From an optimization exercise on the open Yosys and OpenROAD flow, aimed at small area, a short achievable clock period and few clock cycles; shortcuts taken in it are not production practice.
At most, simulation tests tie the RTL to the original design; equivalence was not proved.
Power figures rest on the tool's default switching activity, not on a simulated workload.

== run A ==
// kcpsmx
module kcpsmx(
    output logic [PORT_DEPTH-1:0]   port_id,         
    output logic                    write_strobe,    
    output logic [PORT_WIDTH-1:0]   out_port,        
    output logic                    read_strobe,     
    input        [PORT_WIDTH-1:0]   in_port,         
    input                           interrupt,       
    output logic                    interrupt_ack,   
    input                           reset,           
    input                           clk,             
    output logic [CODE_DEPTH-1:0]   address,         
    input        [CODE_WIDTH-1:0]   instruction      
);
assign interrupt_ack = 1'b0;
logic [9:0]  pc;
logic [17:0] ir;
logic        stall;              
logic        byx, byy;           
logic [15:0] selx, sely;         
logic [15:0][7:0] rf;            
logic [63:0][7:0] spr;           
logic [31:0][9:0] stk;           
logic [4:0]  sp;                 
logic [3:0]  sp_hi;              
logic [7:0]  sp_lo;
logic        carry, zero;
logic [7:0]  e_a, e_bx;          
logic [7:0]  e_sd;               
logic [7:0]  e_shi, e_slo;       
logic        e_store;
logic        e_fa, e_fb;         
logic        e_far, e_faf;       
logic        e_fetch;
logic [3:0]  e_dst;
logic        e_regwrite, e_flagwrite;
logic        e_input, e_output, e_reti;
logic        e_sub;
logic [1:0]  e_cin;              
logic        e_sel_add, e_sel_and, e_sel_or, e_sel_xor, e_sel_sh, e_sel_b;
logic        e_test;
logic        e_sdir;
logic [1:0]  e_sop;
logic        e_sconst;
logic [9:0]  e_pushdata;
logic [3:0]  e_phi;              
logic [7:0]  e_plo;
logic [7:0]  res;
logic [3:0]  w_dst;
logic        w_regwrite, w_input, w_flagwrite, w_fetch;
logic [7:0]  fres;               
  ...
export LEC_CHECK = 0
export CAP_MARGIN = 20
export CORE_MARGIN = 2
export CORE_UTILIZATION = 75
export CTS_BUF_LIST = sky130_fd_sc_hd__clkbuf_8
export CTS_CLUSTER_DIAMETER = 45
export CTS_CLUSTER_SIZE = 16
export SETUP_SLACK_MARGIN = 3.7
export SLEW_MARGIN = 20
export TNS_END_PERCENT = 30
create_clock -name core_clock -period 6.0 [get_ports {clk}]
run.sh (not shown) runs the stock make flow with config.mk's settings and CLKGATE_MAP_FILE= SYNTH_SCRIPT=/design/flow/synth_recipe.tcl, a recipe that flattens the netlist after the stock synthesis.
Run A reached the final stage; the timing, design-rule and antenna checks on its layout passed.
Testbench counts of run A, summed over its fixed seeds: cycles 296,972.
### run A -> run B
Settings: PLACE_DENSITY newly set to 0.85; CTS_CLUSTER_DIAMETER removed (was 45); CTS_CLUSTER_SIZE removed (was 16).
==> comparison <==
Run B ended with every stage complete and zero timing, DRC or antenna violations. Run B: post-detailed-route via-to-cell ratio 0.76% above run A. The higher sequential cell fraction of total power of run B and run A is in run A. Top routing layer in use = met5: run A; top routing layer in use = met4: run B. Changes observed in run B relative to run A: design area shows an increase of about 0.8%, number of antenna violations at the first check in global routing shows a reduction of 2, maximum count of clock buffers along a single path shows no meaningful change. Run A ended up with read_strobe as its end point of the critical path; run B ended up with out_port[1].
> inputs changed (run B -> run C)
Settings: putting CTS_CLUSTER_SIZE at 14 where nothing was set; putting CTS_CLUSTER_DIAMETER at 60 where nothing was set; clearing PLACE_DENSITY, which used to be 0.85.
Findings:
Between run B and run C, the post-detailed-placement cell area figures differ only marginally.
The lower non-clock buffer count came out of run B.
Run C vs. run B: clock network area share saw a decrease; final cell utilization of the core went down by 2.3 points; routed wire length saw a decrease.
Going from run B to run C, via count of the first global-routing pass fell 5.8%, first-pass GRT wire length fell about 5%.
The inputs of run D differ from those of run C as listed below.
Settings: SETUP_SLACK_MARGIN changed from 3.7 to 3.6; CTS_CLUSTER_SIZE removed (was 14); CTS_CLUSTER_DIAMETER removed (was 60).
==> run summary <==
Across run C and run D, the outcome is the same: a clean finish for every run.
Diff run C -> run D | count of non-filler cells in the finished layout | up by a few percent
Comparing power consumption for run C and run D, the bigger number came from run D.
The lower share of final layout cell area taken by non-clock buffers of run C and run D is in run D.
On worst hold slack, run C beats run D.
I/O pin count came out exactly the same in run C and run D.
Between run D and run C, it is run D whose headroom to the max-slew limit is lower, by 7.4 points.
What run E does differently from run D at the input level:
Settings: an added CTS_CLUSTER_SIZE of 12; an added CTS_CLUSTER_DIAMETER of 40; a change of SETUP_SLACK_MARGIN from 3.6 to 3.7.
- When run E is set beside run D, its worst-path maximum fanout turns out to be 1 smaller.
- On placed standard-cell area, run D and run E are neck and neck.
- From run D to run E the numbers moved as follows: sequential share of layout area now larger; non-clock buffer count now larger; combinational fraction of design power increased by 0.3 points relative to the old numbers; proportion of power drawn by the clock network dropped 1.5 points.
- Between run D and run E, the worst hold slack is lower for run D.
- Against run D, run E comes in 40 higher on filler cell count in the final layout.


== try-quartz ==
Another version of the RTL of kcpsmx (not shown whole).
Size: about 1100 flip-flops, ~58 I/O pins, about 44000 um^2 of cells after synthesis.
Design kcpsmx, start of the top module:
module kcpsmx(
    output logic [PORT_DEPTH-1:0]   port_id,         
    output logic                    write_strobe,    
    output logic [PORT_WIDTH-1:0]   out_port,        
    output logic                    read_strobe,     
    input        [PORT_WIDTH-1:0]   in_port,         
    input                           interrupt,       
    output logic                    interrupt_ack,   
    input                           reset,           
    input                           clk,             
    output logic [CODE_DEPTH-1:0]   address,         
    input        [CODE_WIDTH-1:0]   instruction      
);
assign interrupt_ack = 1'b0;
logic [9:0]  pc;
logic [17:0] ir;
logic [15:0][7:0] rf;            
logic [63:0][7:0] spr;           
logic [31:0][9:0] stk;           
logic [4:0]  sp;                 
logic [9:0]  tos;                
logic        carry, zero;
logic [7:0]  e_a, e_b;
logic [5:0]  e_saddr;            
logic        e_fa, e_fb;         
logic [3:0]  e_dst;
logic        e_regwrite, e_flagwrite;
logic        e_input, e_output, e_store, e_reti, e_push;
logic        e_sub;
  ...
export LEC_CHECK = 0
export ABC_CLOCK_PERIOD_IN_PS = 2200
export CAP_MARGIN = 20
export CORE_MARGIN = 2
export CORE_UTILIZATION = 60
export SETUP_SLACK_MARGIN = 3.5
export SLEW_MARGIN = 20
export TNS_END_PERCENT = 30
create_clock -name core_clock -period 6.0 [get_ports {clk}]
Modified inputs, try-ember compared to try-quartz
- TNS_END_PERCENT removed (was 30)
- SETUP_SLACK_MARGIN changed from 3.5 to 3.8
==> comparison <==
- Looking at non-clock buffer count across try-ember and try-quartz, the one that comes out higher is try-ember.
- Share of the synthesized netlist area taken by xor and xnor gates: try-quartz vs try-ember, no meaningful difference
- Diff try-quartz -> try-ember | final cell count without fillers | up by a few percent
- The final reports for try-ember and try-quartz show fraction of the cycle the final worst path needs higher in the former.
- Lower static leakage was reported by try-quartz, not try-ember.
- From try-quartz to try-ember the numbers moved as follows: cell count along the critical path lower, total area of sequential cells roughly the same, total half-perimeter wirelength after legalization and detailed placement lower.
Function was not checked in any run of this note: the RTL went through the layout flow alone.


kcpsmx, a different RTL version from the one above (not shown whole).
Size: about 2400 cells after synthesis, roughly 46000 um2 of cells after synthesis.
export LEC_CHECK = 0
export ABC_CLOCK_PERIOD_IN_PS = 2200
export CAP_MARGIN = 20
export CORE_MARGIN = 2
export CORE_UTILIZATION = 60
export CTS_BUF_LIST = sky130_fd_sc_hd__clkbuf_8
export SETUP_SLACK_MARGIN = 3.5
export SLEW_MARGIN = 20
export TNS_END_PERCENT = 30
create_clock -name core_clock -period 6.0 [get_ports {clk}]
Rerun with:
--- a/flow/config.mk
+++ b/flow/config.mk
@@ -9,5 +9,5 @@
 export CAP_MARGIN = 20
 export CORE_MARGIN = 2
-export CORE_UTILIZATION = 60
+export CORE_UTILIZATION = 75
 export CTS_BUF_LIST = sky130_fd_sc_hd__clkbuf_8
 export SETUP_SLACK_MARGIN = 3.5
The changed run went through all stages and came out clean.
Core utilization goes up by 17 points.
Combinational power is about the same.
Sequential power is about the same.
Fmax goes up by 1.0%.
No functional check of the RTL was part of any run of this note.


kcpsmx, a different RTL version from the one above (not shown whole).
Size in the first run: roughly 2,800 cells after synthesis, ~1,200 flip-flops, ~45,000 sq um of cells after synthesis.
Design kcpsmx, start of the top module:
module kcpsmx(
    output logic [PORT_DEPTH-1:0]   port_id,         
    output logic                    write_strobe,    
    output logic [PORT_WIDTH-1:0]   out_port,        
    output logic                    read_strobe,     
    input        [PORT_WIDTH-1:0]   in_port,         
    input                           interrupt,       
    output logic                    interrupt_ack,   
    input                           reset,           
    input                           clk,             
    output logic [CODE_DEPTH-1:0]   address,         
    input        [CODE_WIDTH-1:0]   instruction      
);
clock: 6.0 ns
lec_check: 0
abc_clock_period_in_ps: 2200
cap_margin: 20
core_margin: 2
core_utilization: 75
cts_buf_list: sky130_fd_sc_hd__clkbuf_8
setup_slack_margin: 3.5
slew_margin: 20
The starting point passed the timing, design-rule and antenna checks.
Testbench counts at the start, summed over its fixed seeds: cycles 296,784.
Next try:
- ABC_CLOCK_PERIOD_IN_PS: 2200 -> default
- CTS_BUF_LIST: sky130_fd_sc_hd__clkbuf_8 -> sky130_fd_sc_hd__clkbuf_8 sky130_fd_sc_hd__clkbuf_16
- TNS_END_PERCENT: default -> 30
Design area went up by about 0.3%.
Total power increases by about 7%.
First-iteration DRC count grows by about 5.5%.
Global-route usage climbs by 2.7 points.
Synthesized area does not change.
Setup slack degrades by 0.25 ns.
Maximum frequency goes down by 8.9%.
Core utilization increases by 0.27 points.
Via count goes up by 0.54%.
Next try:
- ABC_CLOCK_PERIOD_IN_PS: default -> 2200
- CTS_BUF_LIST: sky130_fd_sc_hd__clkbuf_8 sky130_fd_sc_hd__clkbuf_16 -> sky130_fd_sc_hd__clkbuf_8
After rerunning: Clock-buffer cell count climbs by 66; synthesized area stays the same; critical path depth shrinks by 5; sequential power barely changes; cell area stays flat; core utilization drops by 0.20 points; power is lower by about 6.5%; setup slack gains 0.22 ns; global-route usage came out lower by 2.8 points; register-to-register slack improved by 0.24 ns.
Next try:
==> flow/flow/run.sh (new file) <==
#!/bin/bash
# Standard layout, with the port buffers made from buf_4 cells instead of the
# default choice (a delay cell).
export BUFFER_PORTS_ARGS="-buffer_cell sky130_fd_sc_hd__buf_4"
bash standard.sh > standard.log 2>&1
==> flow/standard.sh (new file) <==
#!/bin/bash
# synth_recipe.tcl (not shown) runs the flow's synth.tcl, then flattens the netlist and writes it again
# the make line also repeats each setting of config.mk as NAME=value (left out here)
make -C /OpenROAD-flow-scripts/flow DESIGN_CONFIG=/design/flow/config.mk WORK_HOME=/design/flow/orfs CLKGATE_MAP_FILE= SYNTH_SCRIPT=/design/flow/synth_recipe.tcl "${@:-finish}"
removed: flow/run.sh
Via count climbs by 0.79%; worst setup slack got worse by 0.082 ns; flip-flop and latch count is unchanged; final area hardly moves; clock skew goes up by 0.012 ns; total power went up by 2.4%; wire length climbs by 1.6%.
Next try:
==> flow/run.sh (new file) <==
#!/bin/bash
# synth_recipe.tcl (not shown) runs the flow's synth.tcl, then flattens the netlist and writes it again
# the make line also repeats each setting of config.mk as NAME=value (left out here)
make -C /OpenROAD-flow-scripts/flow DESIGN_CONFIG=/design/flow/config.mk WORK_HOME=/design/flow/orfs CLKGATE_MAP_FILE= SYNTH_SCRIPT=/design/flow/synth_recipe.tcl finish
- ABC_CLOCK_PERIOD_IN_PS: 2200 -> default
- CTS_BUF_LIST: sky130_fd_sc_hd__clkbuf_8 -> sky130_fd_sc_hd__clkbuf_16
- CTS_CLUSTER_DIAMETER: default -> 60
- CTS_CLUSTER_SIZE: default -> 30
removed: flow/flow/run.sh
removed: flow/standard.sh
Setup slack degrades by 0.059 ns.
First-iteration DRC count goes up by 6.9%.
Power goes down by 11%.
Flip-flop and latch count stays the same.
Utilization goes down by 2.5 points.
Combinational power barely changes.
Die area stays the same.
Final area goes down by 3.0%.

what the ideal ports hide:
The results above use ideal ports. As a check the final layouts listed here were re-extracted and re-timed, cells and wires unchanged. Step 1 sets driving cells, clkbuf_16 on the clock port and buf_2 on the other inputs (assumed; they add their load-dependent delay and slew). Step 2 also shifts input and output timing later by t, the mid clock arrival at the registers, as if the neighbouring blocks saw the same clock. Three values: ideal ports, drivers, drivers and shift; two values: the first two.
run | t, ns | setup WS [ns] | hold slack, ns | worst data-port slew with drivers (ns) | cell pins on the clock port's net
run A | 0.806 | 3.546 / 3.487 / 2.920 | 0.411 / 0.411 / 0.411 | 0.04 | 1
run B | 0.865 | 3.495 / 3.431 / 2.948 | 0.347 / 0.347 / 0.347 | 0.06 | 1
run C | 0.786 | 3.582 / 3.517 / 2.986 | 0.429 / 0.429 / 0.429 | 0.04 | 1
run D | 0.869 | 3.510 / 3.445 / 2.973 | 0.393 / 0.393 / 0.393 | 0.05 | 1
run E | 0.861 | 3.519 / 3.455 / 2.916 | 0.406 / 0.406 / 0.406 | 0.04 | 1
try-quartz | 0.734 | 3.036 / 3.036 / 3.036 | 0.353 / 0.353 / 0.353 | 0.04 | 1
try-ember | 0.730 | 3.010 / 3.010 / 3.010 | 0.371 / 0.371 / 0.371 | 0.06 | 1
the first run of note 3 | 0.867 | 3.364 / 3.297 / 2.612 | 0.325 / 0.325 / 0.325 | 0.06 | 1
the second run of note 3 | 0.865 | 3.390 / 3.328 / 2.668 | 0.351 / 0.351 / 0.351 | 0.05 | 1
the first run of note 4 | 0.883 | 3.485 / 3.424 / 2.812 | 0.340 / 0.340 / 0.340 | 0.16 | 1
the second run of note 4 | 0.750 | 3.238 / 3.226 / 2.600 | 0.354 / 0.354 / 0.354 | 0.16 | 1
the third run of note 4 | 0.875 | 3.454 / 3.390 / 2.708 | 0.349 / 0.349 / 0.349 | 0.17 | 1
the fourth run of note 4 | 0.881 | 3.372 / 3.310 / 2.738 | 0.357 / 0.357 / 0.357 | 0.14 | 1
the fifth run of note 4 | 0.717 | 3.313 / 3.250 / 2.673 | 0.358 / 0.358 / 0.358 | 0.15 | 1
After both steps setup and hold are still met in every run listed. For the first run of note 3, which loses most, drivers alone change the setup slack by -0.067 ns; drivers and shift together by -0.752 ns.
